This design comes from an exercise in tuning for a short achievable clock period and few clock cycles on the open sky130 flow, not from production work. RTL that was checked went through simulation tests only; none was proved equivalent to the original. Power figures rest on the tool's default switching activity, not on a simulated workload.

==> build 87: inputs <==
==> flow/design.v <==
module minirv_pipe(
    input clk,
    input rst_n,
    output [13:0] imem_addr,
    input  [31:0] imem_rdata,
    output [13:0] dmem_addr,
    output [31:0] dmem_wdata,
    output        dmem_we,
    input  [31:0] dmem_rdata,
    output        debug_wb_have_inst,
    output [31:0] debug_wb_pc,
    output        debug_wb_ena,
    output [4:0]  debug_wb_reg,
    output [31:0] debug_wb_value
);
localparam OP_LUI = 7'b0110111, OP_JAL = 7'b1101111, OP_JALR = 7'b1100111,
           OP_BR = 7'b1100011, OP_LD = 7'b0000011, OP_ST = 7'b0100011,
           OP_IMM = 7'b0010011, OP_REG = 7'b0110011;
reg [31:0] pc_f;
reg        v_d;
reg [31:0] ir_d, pc_d, ptgt_d;
reg        bp_d;
reg        v_e;
reg [31:0] a_e, b_e, r1_e, sd_e, imm_e, alt_e, ptgt_e, pc_e;
reg        sdfl_e, br_e, jalr_e, bp_e, ld_e, st_e, rdwe_e;
reg [2:0]  f3_e;
reg [4:0]  rd_e;
reg [7:0]  alu_e;    
reg        v_m;
reg [31:0] res_m, sd_m, pc_m;
reg        ld_m, st_m, rdwe_m;
reg [4:0]  rd_m;
reg        v_w;
reg [31:0] val_w, pc_w;
reg        rdwe_w;
reg [4:0]  rd_w;
reg [31:0] rf [1:31];
reg [31:1] rfv;
reg [31:0] ras0, ras1;
reg [1:0]  rasv;
wire [31:0] add_e = a_e + b_e;
wire [31:0] sub_e = a_e - b_e;
wire [31:0] sll_e = a_e << b_e[4:0];
wire [31:0] srl_e = a_e >> b_e[4:0];
wire [31:0] sra_e = $signed(a_e) >>> b_e[4:0];
wire [31:0] res_e = ({32{alu_e[0]}} & add_e) | ({32{alu_e[1]}} & sub_e) |
                    ({32{alu_e[2]}} & (a_e & b_e)) | ({32{alu_e[3]}} & (a_e | b_e)) |
                    ({32{alu_e[4]}} & (a_e ^ b_e)) | ({32{alu_e[5]}} & sll_e) |
                    ({32{alu_e[6]}} & srl_e) | ({32{alu_e[7]}} & sra_e);
wire eq_e = a_e == b_e;
wire lt_e = $signed(a_e) < $signed(b_e);
wire tk_e = f3_e[2] ? (lt_e ^ f3_e[0]) : (eq_e ^ f3_e[0]);
wire [31:0] jt_e = (r1_e + imm_e) & ~32'd1;
wire mis_e = v_e & ((br_e & (tk_e ^ bp_e)) | (jalr_e & (jt_e != ptgt_e)));
wire [31:0] rtgt_e = jalr_e ? jt_e : alt_e;
wire [6:0] op_d = ir_d[6:0];
wire [4:0] rs1_d = ir_d[19:15], rs2_d = ir_d[24:20], rd_d = ir_d[11:7];
wire [2:0] f3_d = ir_d[14:12];
wire d_lui = op_d == OP_LUI, d_jal = op_d == OP_JAL, d_jalr = op_d == OP_JALR,
     d_br = op_d == OP_BR, d_ld = op_d == OP_LD, d_st = op_d == OP_ST,
     d_imm = op_d == OP_IMM, d_reg = op_d == OP_REG;
wire use1_d = !(d_lui | d_jal);
wire use2_d = d_br | d_reg;
wire rdwe_d = d_lui | d_jal | d_jalr | d_ld | d_imm | d_reg;
wire [31:0] immi_d = {{20{ir_d[31]}}, ir_d[31:20]};
wire [31:0] imms_d = {{20{ir_d[31]}}, ir_d[31:25], ir_d[11:7]};
wire [31:0] immu_d = {ir_d[31:12], 12'b0};
wire [31:0] immb_d = {{20{ir_d[31]}}, ir_d[7], ir_d[30:25], ir_d[11:8], 1'b0};
wire [31:0] imm_d = d_lui ? immu_d : d_st ? imms_d : immi_d;
wire alu_reg_imm = d_reg | d_imm;
wire [7:0] alu_d;
assign alu_d[1] = d_reg & f3_d == 3'b000 & ir_d[30];
assign alu_d[0] = !alu_reg_imm | (f3_d == 3'b000 & !alu_d[1]);
assign alu_d[2] = alu_reg_imm & f3_d == 3'b111;
assign alu_d[3] = alu_reg_imm & f3_d == 3'b110;
assign alu_d[4] = alu_reg_imm & f3_d == 3'b100;
assign alu_d[5] = alu_reg_imm & f3_d == 3'b001;
assign alu_d[6] = alu_reg_imm & f3_d == 3'b101 & !ir_d[30];
assign alu_d[7] = alu_reg_imm & f3_d == 3'b101 & ir_d[30];
wire fe1 = v_e & rdwe_e & (rd_e != 5'd0) & (rd_e == rs1_d);
wire fe2 = v_e & rdwe_e & (rd_e != 5'd0) & (rd_e == rs2_d);
wire fm1 = v_m & rdwe_m & (rd_m != 5'd0) & (rd_m == rs1_d);
wire fm2 = v_m & rdwe_m & (rd_m != 5'd0) & (rd_m == rs2_d);
wire fw1 = v_w & rdwe_w & (rd_w != 5'd0) & (rd_w == rs1_d);
wire fw2 = v_w & rdwe_w & (rd_w != 5'd0) & (rd_w == rs2_d);
wire [31:0] mval = ld_m ? dmem_rdata : res_m;
wire [31:0] rf1 = (rs1_d != 5'd0 && rfv[rs1_d]) ? rf[rs1_d] : 32'd0;
wire [31:0] rf2 = (rs2_d != 5'd0 && rfv[rs2_d]) ? rf[rs2_d] : 32'd0;
wire [31:0] r1_d = fe1 ? res_e : fm1 ? mval : fw1 ? val_w : rf1;
wire [31:0] r2_d = fe2 ? res_e : fm2 ? mval : fw2 ? val_w : rf2;
wire stall = v_d & v_e & ld_e & ((use1_d & fe1) | (use2_d & fe2));
wire sdfl_d = d_st & fe2 & ld_e;
wire [31:0] alt_d = pc_d + (bp_d ? 32'd4 : immb_d);
assign imem_addr = pc_f[15:2];
wire [31:0] ir_f = imem_rdata;
wire f_jal  = ir_f[6:0] == OP_JAL;
wire f_br   = ir_f[6:0] == OP_BR;
wire f_jalr = ir_f[6:0] == OP_JALR;
wire [31:0] jimm_f = {{12{ir_f[31]}}, ir_f[19:12], ir_f[20], ir_f[30:21], 1'b0};
wire [31:0] bimm_f = {{20{ir_f[31]}}, ir_f[7], ir_f[30:25], ir_f[11:8], 1'b0};
wire [31:0] pc4_f = pc_f + 32'd4;
wire [31:0] tj_f = pc_f + jimm_f;
wire [31:0] tb_f = pc_f + bimm_f;
wire bp_f = f_br & ir_f[31];
wire lnk_rd_f = ir_f[11:7] == 5'd1 || ir_f[11:7] == 5'd5;
wire lnk_rs_f = ir_f[19:15] == 5'd1 || ir_f[19:15] == 5'd5;
wire push_f = (f_jal | f_jalr) & lnk_rd_f;
wire pop_f = f_jalr & lnk_rs_f & !lnk_rd_f;
wire rp_f = pop_f & rasv[0];
wire [31:0] pnpc_f = f_jal ? tj_f : bp_f ? tb_f : rp_f ? ras0 : pc4_f;
wire adv_f = !stall & !mis_e;
assign dmem_addr = res_m[15:2];
assign dmem_wdata = sd_m;
assign dmem_we = v_m & st_m;
assign debug_wb_have_inst = v_w;
assign debug_wb_pc = pc_w;
assign debug_wb_ena = rdwe_w;
assign debug_wb_reg = rd_w;
assign debug_wb_value = val_w;
always @(posedge clk or negedge rst_n) begin
    if (!rst_n) begin
        pc_f <= 32'd0;
        v_d <= 1'b0;
        v_e <= 1'b0;
        v_m <= 1'b0;
        v_w <= 1'b0;
        rasv <= 2'b00;
        rfv <= 31'd0;
    end else begin
        if (mis_e) pc_f <= rtgt_e;
        else if (!stall) pc_f <= pnpc_f;
        if (mis_e) v_d <= 1'b0;
        else if (!stall) v_d <= 1'b1;
        v_e <= v_d & !mis_e & !stall;
        v_m <= v_e;
        v_w <= v_m;
        if (adv_f) begin
            if (push_f) rasv <= {rasv[0], 1'b1};
            else if (rp_f) rasv <= {1'b0, rasv[1]};
        end
        if (v_w && rdwe_w && rd_w != 5'd0) rfv[rd_w] <= 1'b1;
    end
end
always @(posedge clk) begin
    if (adv_f) begin
        ir_d <= ir_f;
        pc_d <= pc_f;
        bp_d <= bp_f;
        ptgt_d <= pnpc_f;
        if (push_f) begin
            ras0 <= pc4_f;
            ras1 <= ras0;
        end else if (rp_f) begin
            ras0 <= ras1;
        end
    end
    if (!stall) begin
        a_e <= (d_lui) ? 32'd0 : (d_jal | d_jalr) ? pc_d : r1_d;
        b_e <= d_reg | d_br ? r2_d : (d_jal | d_jalr) ? 32'd4 : imm_d;
        r1_e <= r1_d;
        sd_e <= r2_d;
        sdfl_e <= sdfl_d;
        imm_e <= immi_d;
        alt_e <= alt_d;
        ptgt_e <= ptgt_d;
        pc_e <= pc_d;
        br_e <= d_br;
        jalr_e <= d_jalr;
        bp_e <= bp_d;
        ld_e <= d_ld;
        st_e <= d_st;
        rdwe_e <= rdwe_d;
        f3_e <= f3_d;
        rd_e <= rd_d;
        alu_e <= alu_d;
    end
    res_m <= res_e;
    sd_m <= sdfl_e ? dmem_rdata : sd_e;
    pc_m <= pc_e;
    ld_m <= ld_e;
    st_m <= st_e;
    rdwe_m <= rdwe_e;
    rd_m <= rd_e;
    val_w <= mval;
    pc_w <= pc_m;
    rdwe_w <= rdwe_m;
    rd_w <= rd_m;
    if (v_w && rdwe_w && rd_w != 5'd0) rf[rd_w] <= val_w;
end
endmodule
==> flow/run.sh <==
#!/bin/bash
# synth_recipe.tcl (not shown) runs the flow's synth.tcl, then flattens the netlist and writes it again
# the make line also repeats each setting of config.mk as NAME=value (left out here)
make -C /OpenROAD-flow-scripts/flow DESIGN_CONFIG=/design/flow/config.mk WORK_HOME=/design/flow/orfs CLKGATE_MAP_FILE= SYNTH_SCRIPT=/design/flow/synth_recipe.tcl finish
==> flow/config.mk <==
export PLATFORM = sky130hd
export DESIGN_NAME = minirv_pipe
export DESIGN_NICKNAME = minirv_pipe
export VERILOG_FILES = /design/flow/design.v
export SDC_FILE = /design/flow/constraint.sdc
export NUM_CORES = 4
export LEC_CHECK = 0
export ABC_CLOCK_PERIOD_IN_PS = 3000
export CAP_MARGIN = 20
export CORE_MARGIN = 2
export CORE_UTILIZATION = 40
export PLACE_DENSITY = 0.6
export SETUP_SLACK_MARGIN = 5
export SLEW_MARGIN = 20
==> flow/constraint.sdc <==
create_clock -name core_clock -period 10.0 [get_ports {clk}]
set_input_delay 2.0000 -clock core_clock [delete_from_list [all_inputs] [get_ports {clk}]]
set_output_delay 2.0000 -clock core_clock [all_outputs]
set_load 0.01 [all_outputs]
==> build 57 (differences from build 87) <==
--- a/flow/design.v
+++ b/flow/design.v
@@ -23,3 +23,3 @@
 reg        v_e;
-reg [31:0] a_e, b_e, r1_e, sd_e, imm_e, alt_e, ptgt_e, pc_e;
+reg [31:0] a_e, b_e, r1_e, sd_e, imm_e, alt_e, jx0_e, jx1_e, pc_e;
 reg        sdfl_e, br_e, jalr_e, bp_e, ld_e, st_e, rdwe_e;
@@ -53,3 +53,4 @@
 wire [31:0] jt_e = (r1_e + imm_e) & ~32'd1;
-wire mis_e = v_e & ((br_e & (tk_e ^ bp_e)) | (jalr_e & (jt_e != ptgt_e)));
+wire jok_e = (r1_e == jx0_e) | (r1_e == jx1_e);
+wire mis_e = v_e & ((br_e & (tk_e ^ bp_e)) | (jalr_e & !jok_e));
 wire [31:0] rtgt_e = jalr_e ? jt_e : alt_e;
@@ -93,3 +94,6 @@
 wire [31:0] alt_d = pc_d + (bp_d ? 32'd4 : immb_d);
-assign imem_addr = pc_f[15:2];
+wire [31:0] jx0_d = ptgt_d - immi_d;
+wire [31:0] jx1_d = jx0_d + 32'd1;
+reg [13:0] fa_o;
+assign imem_addr = fa_o;
 wire [31:0] ir_f = imem_rdata;
@@ -110,11 +114,15 @@
 wire [31:0] pnpc_f = f_jal ? tj_f : bp_f ? tb_f : rp_f ? ras0 : pc4_f;
-wire adv_f = !stall & !mis_e;
-assign dmem_addr = res_m[15:2];
-assign dmem_wdata = sd_m;
-assign dmem_we = v_m & st_m;
-assign debug_wb_have_inst = v_w;
-assign debug_wb_pc = pc_w;
-assign debug_wb_ena = rdwe_w;
-assign debug_wb_reg = rd_w;
-assign debug_wb_value = val_w;
+wire [31:0] jp_f = rp_f ? ras0 : pc4_f;
+reg [13:0] da_o;
+reg [31:0] dw_o, pc_o, val_o;
+reg        we_o, hv_o, ena_o;
+reg [4:0]  rd_o;
+assign dmem_addr = da_o;
+assign dmem_wdata = dw_o;
+assign dmem_we = we_o;
+assign debug_wb_have_inst = hv_o;
+assign debug_wb_pc = pc_o;
+assign debug_wb_ena = ena_o;
+assign debug_wb_reg = rd_o;
+assign debug_wb_value = val_o;
 always @(posedge clk or negedge rst_n) begin
@@ -122,2 +130,5 @@
         pc_f <= 32'd0;
+        fa_o <= 14'd0;
+        we_o <= 1'b0;
+        hv_o <= 1'b0;
         v_d <= 1'b0;
@@ -129,4 +140,11 @@
     end else begin
-        if (mis_e) pc_f <= rtgt_e;
-        else if (!stall) pc_f <= pnpc_f;
+        if (mis_e) begin
+            pc_f <= rtgt_e;
+            fa_o <= rtgt_e[15:2];
+        end else if (!stall) begin
+            pc_f <= pnpc_f;
+            fa_o <= pnpc_f[15:2];
+        end
+        we_o <= v_e & st_e;
+        hv_o <= v_m;
         if (mis_e) v_d <= 1'b0;
@@ -136,3 +154,3 @@
         v_w <= v_m;
-        if (adv_f) begin
+        if (!stall) begin
             if (push_f) rasv <= {rasv[0], 1'b1};
@@ -144,3 +162,3 @@
 always @(posedge clk) begin
-    if (adv_f) begin
+    if (!stall) begin
         ir_d <= ir_f;
@@ -148,3 +166,3 @@
         bp_d <= bp_f;
-        ptgt_d <= pnpc_f;
+        ptgt_d <= jp_f;
         if (push_f) begin
@@ -156,3 +174,3 @@
     end
-    if (!stall) begin
+    begin
         a_e <= (d_lui) ? 32'd0 : (d_jal | d_jalr) ? pc_d : r1_d;
@@ -164,3 +182,4 @@
         alt_e <= alt_d;
-        ptgt_e <= ptgt_d;
+        jx0_e <= jx0_d;
+        jx1_e <= jx1_d;
         pc_e <= pc_d;
@@ -177,3 +196,9 @@
     res_m <= res_e;
+    da_o <= res_e[15:2];
     sd_m <= sdfl_e ? dmem_rdata : sd_e;
+    dw_o <= sdfl_e ? dmem_rdata : sd_e;
+    val_o <= mval;
+    pc_o <= pc_m;
+    ena_o <= rdwe_m;
+    rd_o <= rd_m;
     pc_m <= pc_e;
==> flow/flow/run.sh (new file) <==
#!/bin/bash
cp standard.sh standard_sh.txt
export SETUP_SLACK_MARGIN=${MY_SETUP_MARGIN:-6.3}
bash standard.sh > standard.log 2>&1
==> flow/standard.sh (new file) <==
#!/bin/bash
# synth_recipe.tcl (not shown) runs the flow's synth.tcl, then flattens the netlist and writes it again
# the make line also repeats each setting of config.mk as NAME=value (left out here)
make -C /OpenROAD-flow-scripts/flow DESIGN_CONFIG=/design/flow/config.mk WORK_HOME=/design/flow/orfs CLKGATE_MAP_FILE= SYNTH_SCRIPT=/design/flow/synth_recipe.tcl "${@:-finish}"
- ABC_CLOCK_PERIOD_IN_PS: 3000 -> 3300
- SETUP_SLACK_MARGIN: 5 -> unset
removed: flow/run.sh
==> impl_metrics.csv <==
group,metric,value,unit
status,status,"no timing/DRC/antenna violations",
finish,design_area,99900,sq um
critical_path,r2r-start,"b_e[4]",
placed_design,place_inst,9176,
routing,drt-vias-per-instance,6.32,
logic_synthesis,syn_nets,6678,
die,dieArea,223000,sq um
routing,met2WireLength,150000,um
clock_network,cts_buffers,178,
(the above is from build 87)
==> impl_metrics.csv <==
group,metric,value,unit
finish,design_area,106000,sq um
logic_synthesis,syn_nets,6997,
routing,drt-vias-per-instance,6.34,
clock_network,cts_buffers,180,
status,status,"no timing/DRC/antenna violations",
die,dieArea,222000,sq um
routing,met2WireLength,156000,um
placed_design,place_inst,9461,
(the above is from build 57)
No functional check of the RTL was part of any run of this note.

==> run C: inputs <==
Another version of the RTL of minirv_pipe (not shown whole).
clock: 10.0 ns
lec_check: 0
cap_margin: 20
core_margin: 2
core_utilization: 40
place_density: 0.6
slew_margin: 20
standard.sh (not shown) runs the stock make flow with config.mk's settings and CLKGATE_MAP_FILE= SYNTH_SCRIPT=/design/flow/synth_recipe.tcl, a recipe that flattens the netlist after the stock synthesis.
==> flow/flow/run.sh <==
#!/bin/bash
cp standard.sh standard_sh.txt
export SETUP_SLACK_MARGIN=${MY_SETUP_MARGIN:-6.5}
bash standard.sh > standard.log 2>&1
==> run M: changes against run C <==
--- a/flow/design.v
+++ b/flow/design.v
@@ -157,15 +157,18 @@
 assign alu_d[7] = alu_ri & f3_d == 3'b101 & ir_d[30];
 reg fe1, fe2, fw1, fw2, fx1, fx2;
 reg [31:0] val_x;
 wire [31:0] q1_d = fw1 ? val_w : fx1 ? val_x : rf1_d;
 wire [31:0] q2_d = fw2 ? val_w : fx2 ? val_x : rf2_d;
 wire [31:0] r1_d = fe1 ? res_e : q1_d;
 wire [31:0] r2_d = fe2 ? res_e : q2_d;
-wire [15:0] ea_d = q1_d[15:0] + immm_d;
+wire [15:0] eaw_d = val_w[15:0] + immm_d;
+wire [15:0] eax_d = val_x[15:0] + immm_d;
+wire [15:0] ear_d = rf1_d[15:0] + immm_d;
+wire [15:0] ea_d = ({16{fw1}} & eaw_d) | ({16{!fw1 & fx1}} & eax_d) | ({16{!fw1 & !fx1}} & ear_d);
 wire off0_d = d_st ? (ir_d[31:25] == 7'd0 && ir_d[11:7] == 5'd0) : (ir_d[31:20] == 12'd0);
 wire stall = v_d & (d_ld | d_st) & fe1 & !off0_d;
 wire [31:0] alt_d = pc_d + (bp_d ? 32'd4 : immb_d);
 wire [31:0] jx0_d = ptgt_d - immi_d;
 wire [31:0] jx1_d = (ptgt_d | 32'd1) - immi_d;    
 wire [31:0] ir_f = imem_rdata;
 reg [31:0] rf1_f, rf2_f;
==> flow/flow/run.sh (replaced) <==
#!/bin/bash
cp standard.sh standard_sh.txt
export SETUP_SLACK_MARGIN=${MY_SETUP_MARGIN:-6.6}
bash standard.sh > standard.log 2>&1
==> run D: changes against run C <==
--- a/flow/design.v
+++ b/flow/design.v
@@ -57,52 +57,46 @@
 reg        mis_r;
 reg [31:0] rt_r;
 reg        v_d;
 reg [31:0] ir_d, pc_d, ptgt_d;
 reg        bp_d, sp_d, sm_d;
 reg [31:0] rf1_d, rf2_d;    
 reg        v_e;
-reg [4:0]  shn_e;
 reg [31:0] a_e, b_e, r1_e, imm_e, alt_e, jx0_e, jx1_e, pc_e;
 reg        mq1_e, mq0_e, ml1_e, ml0_e, mj_e;
 reg        sm_e, call_e, ret_e;
 reg        br_e, jalr_e, bp_e, sp_e, ld_e, rdwe_e;
 reg [2:0]  f3_e;
 reg [4:0]  rd_e;
 reg [8:0]  alu_e;    
 reg [13:0] da_o;
 reg [31:0] dw_o;
 reg        we_o;
 reg        v_w;
-reg [31:0] val_wn;    
-reg        rdwe_wn;   
-reg [4:0]  rd_wn;
-wire [31:0] val_w = ~val_wn;
-wire       rdwe_w = ~rdwe_wn;
-wire [4:0] rd_w = ~rd_wn;
+reg [31:0] val_w;
+reg        rdwe_w;
+reg [4:0]  rd_w;
 reg [13:0] fa_o;    
 reg        hv_o;
-reg [31:0] pc_o, val_o;
-reg        ena_o;
-reg [4:0]  rd_o;
+reg [31:0] pc_n, val_n;
+reg        ena_n;
+reg [4:0]  rd_n;
 reg [31:0] rf [1:31];
 reg [31:1] rfv;
 reg [31:0] ras0, ras1;
 reg [1:0]  rasv;
 reg [1:0]  bht [0:31];
 reg        bu_v, bu_ag;    
-reg [4:0]  bu_ixn;
-wire [4:0] bu_ix = ~bu_ixn;
+reg [4:0]  bu_ix;
 integer i, j, k2;
 wire [31:0] add_e = a_e + b_e;
 wire [31:0] sub_e = a_e - b_e;
-wire [4:0] sh_e = ~shn_e;
-wire [31:0] sll_e = a_e << sh_e;
-wire [31:0] srl_e = a_e >> sh_e;
-wire [31:0] sra_e = srl_e | ({32{a_e[31]}} & ~(32'hffffffff >> sh_e));
+wire [31:0] sll_e = a_e << b_e[4:0];
+wire [31:0] srl_e = a_e >> b_e[4:0];
+wire [31:0] sra_e = srl_e | ({32{a_e[31]}} & ~(32'hffffffff >> b_e[4:0]));
 wire [31:0] alu_r = ({32{alu_e[0]}} & add_e) | ({32{alu_e[1]}} & sub_e) |
                     ({32{alu_e[2]}} & (a_e & b_e)) | ({32{alu_e[3]}} & (a_e | b_e)) |
                     ({32{alu_e[4]}} & (a_e ^ b_e)) | ({32{alu_e[5]}} & sll_e) |
                     ({32{alu_e[6]}} & srl_e) | ({32{alu_e[7]}} & sra_e) |
                     ({32{alu_e[8]}} & b_e);
 wire [31:0] res_e = ld_e ? dmem_rdata : alu_r;
 reg [31:0] cl, ce;
@@ -124,16 +118,15 @@
     end
 end
 wire eq_e = ce[0];
 wire lt_e = cl[0];
 wire tk_e = f3_e[2] ? (lt_e ^ f3_e[0]) : (eq_e ^ f3_e[0]);
 wire [31:0] jt_e = (r1_e + imm_e) & ~32'd1;
 wire jok_e = (r1_e == jx0_e) | (r1_e == jx1_e);
-wire mis_e = !mis_r & ((eq_e ? mq1_e : mq0_e) | (lt_e ? ml1_e : ml0_e) | (mj_e & !jok_e));
-wire vx_e = v_e & !mis_r;
+wire mis_e = (eq_e ? mq1_e : mq0_e) | (lt_e ? ml1_e : ml0_e) | (mj_e & !jok_e);
 wire [31:0] rtgt_e = jalr_e ? jt_e : alt_e;
 wire [6:0] op_d = ir_d[6:0];
 wire [4:0] rs1_d = ir_d[19:15], rs2_d = ir_d[24:20], rd_d = ir_d[11:7];
 wire [2:0] f3_d = ir_d[14:12];
 wire d_lui = op_d == OP_LUI, d_jal = op_d == OP_JAL, d_jalr = op_d == OP_JALR,
      d_br = op_d == OP_BR, d_ld = op_d == OP_LD, d_st = op_d == OP_ST,
      d_imm = op_d == OP_IMM, d_reg = op_d == OP_REG;
@@ -205,18 +198,18 @@
 wire [15:0] npl_f = ({16{sj_f}} & tjl_f[15:0]) | ({16{sb_f}} & tbl_f[15:0]) | ({16{so_f}} & jp_f[15:0]) |
                    ({16{sh_f}} & pcl_f) | ({16{mis_r}} & rt_r[15:0]);
 assign imem_addr = fa_o;
 assign dmem_addr = da_o;
 assign dmem_wdata = dw_o;
 assign dmem_we = we_o;
 assign debug_wb_have_inst = hv_o;
-assign debug_wb_pc = pc_o;
-assign debug_wb_ena = ena_o;
-assign debug_wb_reg = rd_o;
-assign debug_wb_value = val_o;
+assign debug_wb_pc = ~pc_n;
+assign debug_wb_ena = ~ena_n;
+assign debug_wb_reg = ~rd_n;
+assign debug_wb_value = ~val_n;
 always @(posedge clk or negedge rst_n) begin
     if (!rst_n) begin
         pcl_f <= 16'd0;
         hib_f <= 16'd0;
         hdl_f <= 16'd0;
         hc_f <= 1'b0;
         mis_r <= 1'b0;
@@ -224,14 +217,15 @@
         v_e <= 1'b0;
         mq1_e <= 1'b0;
         mq0_e <= 1'b0;
         ml1_e <= 1'b0;
         ml0_e <= 1'b0;
         mj_e <= 1'b0;
         v_w <= 1'b0;
+        we_o <= 1'b0;
         rasv <= 2'b00;
         bu_v <= 1'b0;
         rfv <= 31'd0;
         for (i = 0; i < 32; i = i + 1) bht[i] <= 2'd0;
     end else begin
         pcl_f <= npl_f;
         if (mis_r) begin
@@ -256,25 +250,26 @@
                 hdl_f <= 16'd0;
                 hc_f <= p4l_f[16];
             end
         end
         mis_r <= mis_e;
         if (mis_r) v_d <= 1'b0;
         else if (!stall) v_d <= 1'b1;
-        v_e <= v_d & !mis_r & !stall;
-        mq1_e <= v_d & !mis_r & !stall & d_br & !f3_d[2] & ((!f3_d[0]) ^ bp_d);
-        mq0_e <= v_d & !mis_r & !stall & d_br & !f3_d[2] & (f3_d[0] ^ bp_d);
-        ml1_e <= v_d & !mis_r & !stall & d_br & f3_d[2] & ((!f3_d[0]) ^ bp_d);
-        ml0_e <= v_d & !mis_r & !stall & d_br & f3_d[2] & (f3_d[0] ^ bp_d);
-        mj_e <= v_d & !mis_r & !stall & d_jalr;
-        v_w <= vx_e;
-        if (vx_e & call_e) rasv <= {rasv[0], 1'b1};
-        else if (vx_e & ret_e) rasv <= {1'b0, rasv[1]};
+        v_e <= v_d & !mis_e & !mis_r & !stall;
+        mq1_e <= v_d & !mis_e & !mis_r & !stall & d_br & !f3_d[2] & ((!f3_d[0]) ^ bp_d);
+        mq0_e <= v_d & !mis_e & !mis_r & !stall & d_br & !f3_d[2] & (f3_d[0] ^ bp_d);
+        ml1_e <= v_d & !mis_e & !mis_r & !stall & d_br & f3_d[2] & ((!f3_d[0]) ^ bp_d);
+        ml0_e <= v_d & !mis_e & !mis_r & !stall & d_br & f3_d[2] & (f3_d[0] ^ bp_d);
+        mj_e <= v_d & !mis_e & !mis_r & !stall & d_jalr;
+        we_o <= v_d & d_st & !mis_e & !mis_r & !stall;
+        v_w <= v_e;
+        if (v_e & call_e) rasv <= {rasv[0], 1'b1};
+        else if (v_e & ret_e) rasv <= {1'b0, rasv[1]};
         if (v_w && rdwe_w && rd_w != 5'd0) rfv[rd_w] <= 1'b1;
-        bu_v <= vx_e & br_e & !sm_e;
+        bu_v <= v_e & br_e & !sm_e;
         if (bu_v) begin
             if (bu_ag) begin
                 if (bht[bu_ix] != 2'd0) bht[bu_ix] <= bht[bu_ix] - 2'd1;
             end else begin
                 if (bht[bu_ix] != 2'd3) bht[bu_ix] <= bht[bu_ix] + 2'd1;
             end
         end
@@ -286,37 +281,36 @@
         immm_d <= (ir_f[6:0] == OP_ST) ? {{4{ir_f[31]}}, ir_f[31:25], ir_f[11:7]} : {{4{ir_f[31]}}, ir_f[31:20]};
         pc_d <= pc_f;
         bp_d <= bp_f;
         sp_d <= sp_f;
         sm_d <= same_f;
         ptgt_d <= jp_f;
     end
-    if (vx_e & call_e) begin
+    if (v_e & call_e) begin
         ras0 <= b_e;    
         ras1 <= ras0;
-    end else if (vx_e & ret_e) begin
+    end else if (v_e & ret_e) begin
         ras0 <= ras1;
     end
     if (stall) begin
         rf1_d <= q1_d;
         rf2_d <= q2_d;
     end else begin
         rf1_d <= rf1_f;
         rf2_d <= rf2_f;
     end
     fx1 <= !stall & v_w & rdwe_w & (rd_w != 5'd0) & (rd_w == ir_f[19:15]);
     fx2 <= !stall & v_w & rdwe_w & (rd_w != 5'd0) & (rd_w == ir_f[24:20]);
     val_x <= val_w;
     fe1 <= v_d & !stall & rdwe_d & (rd_d != 5'd0) & (rd_d == ir_f[19:15]);
     fe2 <= v_d & !stall & rdwe_d & (rd_d != 5'd0) & (rd_d == ir_f[24:20]);
-    fw1 <= vx_e & rdwe_e & (rd_e != 5'd0) & (rd_e == (stall ? rs1_d : ir_f[19:15]));
-    fw2 <= vx_e & rdwe_e & (rd_e != 5'd0) & (rd_e == (stall ? rs2_d : ir_f[24:20]));
+    fw1 <= v_e & rdwe_e & (rd_e != 5'd0) & (rd_e == (stall ? rs1_d : ir_f[19:15]));
+    fw2 <= v_e & rdwe_e & (rd_e != 5'd0) & (rd_e == (stall ? rs2_d : ir_f[24:20]));
     a_e <= r1_d;
     b_e <= (d_reg | d_br) ? r2_d : imm_d;
-    shn_e <= ~((d_reg | d_br) ? r2_d[4:0] : imm_d[4:0]);
     r1_e <= r1_d;
     imm_e <= immi_d;
     alt_e <= alt_d;
     jx0_e <= jx0_d;
     jx1_e <= jx1_d;
     pc_e <= pc_d;
     br_e <= d_br;
@@ -328,24 +322,23 @@
     ret_e <= d_jalr & (rs1_d == 5'd1 || rs1_d == 5'd5) & !(rd_d == 5'd1 || rd_d == 5'd5);
     ld_e <= d_ld;
     rdwe_e <= rdwe_d;
     f3_e <= f3_d;
     rd_e <= rd_d;
     alu_e <= alu_d;
     rt_r <= rtgt_e;
-    bu_ixn <= ~pc_e[6:2];    
+    bu_ix <= pc_e[6:2];
     bu_ag <= tk_e == sp_e;
     da_o <= fe1 ? res_e[15:2] : ea_d[15:2];
     dw_o <= r2_d;
-    val_wn <= ~res_e;
-    rdwe_wn <= ~rdwe_e;
-    rd_wn <= ~rd_e;
+    val_w <= res_e;
+    rdwe_w <= rdwe_e;
+    rd_w <= rd_e;
     fa_o <= rst_n ? npl_f[15:2] : 14'd0;
-    hv_o <= rst_n & vx_e;
-    we_o <= rst_n & v_d & d_st & !mis_e & !mis_r & !stall;
-    val_o <= res_e;
-    pc_o <= pc_e;
-    ena_o <= rdwe_e;
-    rd_o <= rd_e;
+    hv_o <= rst_n & v_e;
+    val_n <= ~res_e;
+    pc_n <= ~pc_e;
+    ena_n <= ~rdwe_e;
+    rd_n <= ~rd_e;
     if (v_w && rdwe_w && rd_w != 5'd0) rf[rd_w] <= val_w;
 end
 endmodule
==> comparison table <==
|  | run C | run D | run M |
|---|---|---|---|
| Average wire length per cell after detail routing | 41.1 um | 40.2 um | 40.3 um |
| Drt first pass iters | 22 | 15 | 17 |
| Routability congestion estimate | 0.999 | 1.02 | 1.03 |
| Outcome | no timing/DRC/antenna violations | no timing/DRC/antenna violations | no timing/DRC/antenna violations |
| Startpoint of the most critical register-to-register path | r1_e[12]$_DFF_P_ | b_e[2]$_DFF_P_ | r1_e[12]$_DFF_P_ |
| Crit path launch type | primary input | flip-flop | primary input |
| Fill cells | 19200 | 19600 | 19600 |
| Routed met2 length | 193 mm | 192 mm | 195 mm |
| Adder-Cell Fraction of Synth Area | 4.32% | 4.31% | 4.64% |
| Number of clock buffer instances in the layout | 260 | 251 | 249 |
| Worst slew slack as a fraction of its limit | 17.4% | 13.2% | 15.6% |
| Cells on worst reg2reg path | 14 | 15 | 16 |
| Worst path buffer plus inverter count | 2 | 6 | 1 |
| Post-synthesis compound-gate area fraction | 20.3% | 19.3% | 20.0% |
| Avg Cell Area, Syn | 11.3 sq um | 11.5 sq um | 11.3 sq um |
| Switching component of the power | 7.09 mW | 7.17 mW | 7.36 mW |
| Final net count | 8897 | 8733 | 9117 |
| DRC marker count from the first detailed-route iteration | 17500 | 16700 | 17100 |
| Detail Placement HPWL | 266 mm | 269 mm | 279 mm |
Testbench counts of run C, summed over its fixed seeds: cycles 108,808.
Testbench counts of run M, summed over its fixed seeds: cycles 108,808.
Testbench counts of run D, summed over its fixed seeds: cycles 108,808.

separate check: timing with driven ports:
The results above use ideal ports. As a check the final layouts listed here were re-extracted and re-timed, cells and wires unchanged. Step 1 (the two cells are an assumption about what drives the block):
set clk [get_ports {clk}]
set_driving_cell -lib_cell sky130_fd_sc_hd__clkbuf_16 $clk
set_driving_cell -lib_cell sky130_fd_sc_hd__buf_2 [delete_from_list [all_inputs] $clk]
Step 2 times the ports against the registers' clock, not the clock port: input delays grow and output delays shrink by t, the midpoint of the rising clock arrivals with the driver on. Three values: ideal ports, drivers, drivers and shift; two values: the first two.
run	shift t [ns]	setup WS [ns]	clock arrival spread, ns	worst data-port slew with drivers (ns)	cell pins on the clock port's net
build 87	0.940	5.034 / 5.034 / 4.203	0.076 / 0.076	0.07	1
build 57	0.939	6.012 / 6.052 / 5.113	0.058 / 0.058	0.08	1
run C	1.014	6.333 / 6.393 / 5.379	0.094 / 0.095	0.07	1
run M	0.990	6.140 / 6.172 / 5.187	0.057 / 0.057	0.08	1
run D	0.959	6.202 / 6.202 / 5.380	0.082 / 0.081	0.11	1
After both steps every run listed still meets setup and hold. For run C, which loses most, drivers alone change the setup slack by +0.060 ns; drivers and shift together by -0.954 ns.
